Context: an optimization exercise on an open-source flow, tuned for small area and a short achievable clock period. The choices shown serve that exercise and are no tape-out recipe. Power is estimated from default activity; no workload was simulated.

==> flow/design.v <==
module M216A_TopModule(
    input  wire       clk_i,
    input  wire       rst_i,
    input  wire [4:0] width_i,
    input  wire [4:0] height_i,
    output wire [7:0] index_x_o,
    output wire [7:0] index_y_o,
    output wire [3:0] strike_o
);
    wire [4:0] h = height_i;
    wire [4:0] w = width_i;
    wire valid = |h[4:2];
    reg       started;
    reg [1:0] q;
    always @(posedge clk_i) begin
        if (rst_i) begin
            started <= 1'b0;
            q <= 2'd0;
        end else begin
            if (valid) started <= 1'b1;
            if (valid | started) q <= q + 2'd1;
        end
    end
    wire clr = rst_i | ~started;
    reg  [52:1] RH, RT;
    wire [3:0] T1  = RT[4:1],   T2  = RT[8:5],   T3  = RT[12:9],  T4  = RT[16:13];
    wire [3:0] T5  = RT[20:17], T6  = RT[24:21], T7  = RT[28:25], T8  = RT[32:29];
    wire [3:0] T9  = RT[36:33], T10 = RT[40:37], T11 = RT[44:41], T12 = RT[48:45];
    wire [3:0] T13 = RT[52:49];
    reg [3:0] A0, A1, A2;
    always @(*) begin
        A1 = 4'hF;
        A2 = 4'hF;
        case (h)
            5'd4:  begin A0 = T10; A1 = T8;  end
            5'd5:  begin A0 = T8;  A1 = T6;  end
            5'd6:  begin A0 = T6;  A1 = T4;  end
            5'd7:  begin A0 = T4;  A1 = T1;  A2 = T2; end
            5'd8:  begin A0 = T1;  A1 = T2;  A2 = T3; end
            5'd9:  begin A0 = T3;  A1 = T5;  end
            5'd10: begin A0 = T5;  A1 = T7;  end
            5'd11: begin A0 = T7;  A1 = T9;  end
            5'd12: begin A0 = T9;  end
            default: begin A0 = T13; A1 = T12; A2 = T11; end
        endcase
    end
    function cmp4;
        input [3:0] a, b;
        input c;
        integer i;
        reg r;
        begin
            r = c;
            for (i = 0; i < 4; i = i + 1)
                r = (~a[i] & b[i]) | (~a[i] & r) | (b[i] & r);
            cmp4 = r;
        end
    endfunction
    wire [3:0] klo = 4'd0 - w[3:0];           
    reg le01_l, le02_l, le12_l, f0_l, f1_l, f2_l;
    always @(posedge clk_i) begin
        le01_l <= ~started | cmp4(A0, A1, 1'b1);
        le02_l <= ~started | cmp4(A0, A2, 1'b1);
        le12_l <= ~started | cmp4(A1, A2, 1'b1);
        f0_l   <= ~started | cmp4(A0, klo, 1'b1);
        f1_l   <= ~started | cmp4(A1, klo, 1'b1);
        f2_l   <= ~started | cmp4(A2, klo, 1'b1);
    end
    wire le01 = cmp4(A0, A1, le01_l);
    wire le02 = cmp4(A0, A2, le02_l);
    wire le12 = cmp4(A1, A2, le12_l);
    wire f0 = cmp4(A0, 4'd7, f0_l);
    wire f1 = cmp4(A1, 4'd7, f1_l);
    wire f2 = cmp4(A2, 4'd7, f2_l);
    wire win0 = le01 & le02;
    wire win1 = ~le01 & le12;
    wire fit = win0 ? f0 : (win1 ? f1 : f2);
    reg [1:0] dec;
    always @(posedge clk_i) begin
        if (q == 2'd1)
            dec <= ~fit ? 2'd3 : (win0 ? 2'd0 : (win1 ? 2'd1 : 2'd2));
    end
    wire place = valid & ~dec[1] | valid & ~dec[0];
    wire [3:0] Tsel = dec[1] ? A2 : (dec[0] ? A1 : A0);
    reg [3:0] cid;    
    always @(*) begin
        cid = 4'd13;
        case (h)
            5'd4:  cid = dec[0] ? 4'd8 : 4'd10;
            5'd5:  cid = dec[0] ? 4'd6 : 4'd8;
            5'd6:  cid = dec[0] ? 4'd4 : 4'd6;
            5'd7:  cid = dec[1] ? 4'd2 : (dec[0] ? 4'd1 : 4'd4);
            5'd8:  cid = dec[1] ? 4'd3 : (dec[0] ? 4'd2 : 4'd1);
            5'd9:  cid = dec[0] ? 4'd5 : 4'd3;
            5'd10: cid = dec[0] ? 4'd7 : 4'd5;
            5'd11: cid = dec[0] ? 4'd9 : 4'd7;
            5'd12: cid = 4'd9;
            default: cid = dec[1] ? 4'd11 : (dec[0] ? 4'd12 : 4'd13);
        endcase
    end
    reg inc;
    wire [3:0] addend = q[0] ? {3'b0, inc} : w[3:0];
    wire [4:0] sum = Tsel + addend;
    reg [3:0] xlo1;
    always @(posedge clk_i) begin
        inc  <= sum[4] | w[4];
        xlo1 <= Tsel;
    end
    wire upd = q[1] & place;
    wire [3:0] wdat = clr ? 4'd0 : sum[3:0];
    reg  [13:1] wen;
    integer s;
    always @(*) begin
        for (s = 1; s <= 13; s = s + 1)
            wen[s] = clr | (upd & (cid == s));
    end
    always @(posedge clk_i) begin
        for (s = 1; s <= 13; s = s + 1) begin
            RT[4*s -: 4] <= RH[4*s -: 4];
            RH[4*s -: 4] <= wen[s] ? wdat : RT[4*s -: 4];
        end
    end
    reg [7:0] xq;
    reg [3:0] code;    
    always @(posedge clk_i) begin
        if (q == 2'd3) begin
            xq <= place ? {Tsel, xlo1} : 8'd128;
        end
    end
    always @(posedge clk_i) begin
        if (rst_i)
            code <= 4'd0;
        else if (q == 2'd3)
            code <= ~valid ? 4'd0 : (place ? cid : 4'd15);
    end
    reg [7:0] ytab;
    always @(*) begin
        case (code)
            4'd1:  ytab = 8'd0;
            4'd2:  ytab = 8'd8;
            4'd3:  ytab = 8'd16;
            4'd4:  ytab = 8'd25;
            4'd5:  ytab = 8'd32;
            4'd6:  ytab = 8'd42;
            4'd7:  ytab = 8'd48;
            4'd8:  ytab = 8'd59;
            4'd9:  ytab = 8'd64;
            4'd10: ytab = 8'd76;
            4'd11: ytab = 8'd80;
            4'd12: ytab = 8'd96;
            4'd13: ytab = 8'd112;
            default: ytab = 8'd128;
        endcase
    end
    reg [7:0] xo, yo;
    reg [3:0] so;
    always @(posedge clk_i) begin
        if (rst_i) begin
            xo <= 8'd0;
            yo <= 8'd0;
            so <= 4'd0;
        end else if (q == 2'd3 && code != 4'd0) begin
            xo <= xq;
            yo <= ytab;
            if (code == 4'd15) so <= so + 4'd1;
        end
    end
    assign index_x_o = xo;
    assign index_y_o = yo;
    assign strike_o  = so;
endmodule
clock: 4.0 ns
lec_check: 0
cap_margin: 20
core_margin: 2
core_utilization: 40
gpl_timing_driven: 0
slew_margin: 20
run.sh (not shown) runs the stock make flow with config.mk's settings and CLKGATE_MAP_FILE= SYNTH_SCRIPT=/design/flow/synth_recipe.tcl, a recipe that flattens the netlist after the stock synthesis.
Change:
Settings changed: SETUP_SLACK_MARGIN set to 1.5.
Result: Power climbs by about 4.7%; register-to-register slack gains 0.06 ns; via count grows by about 6%; clock skew rose by 0.0042 ns; worst hold slack gets worse by 0.0091 ns; critical path depth came out higher by 2; clock-buffer cell count rises by 2.
No run of this note included a check of the RTL's function; only the layout flow was run.

separate check: timing with driven ports:
In the flow no input, the clock included, has a driving cell. The finished layouts below were timed again as built, in two steps.
Step 1: set_driving_cell puts a clkbuf_16 on clk_i and a buf_2 on each other input, an assumption about the parent block.
Step 2 adds t to the input delays and takes it off the output delays; t is the mean of the earliest and latest rising clock arrival at the registers after step 1. Input paths then give back, and output paths get back, about the clock's delay inside the block.
Three values: no drivers, after step 1, after step 2; two values: the first two.
run	t (ns)	slack for setup (ns)	worst data-port slew with drivers (ns)
the first run	0.474	0.089 / 0.108 / -0.366	0.04
the second run	0.472	0.538 / 0.542 / 0.070	0.05
Met with ideal ports but missed after step 2: setup timing in the first run. The setup slack of the second run, which loses most, moves by +0.004 ns with the drivers and by -0.468 ns with both steps.
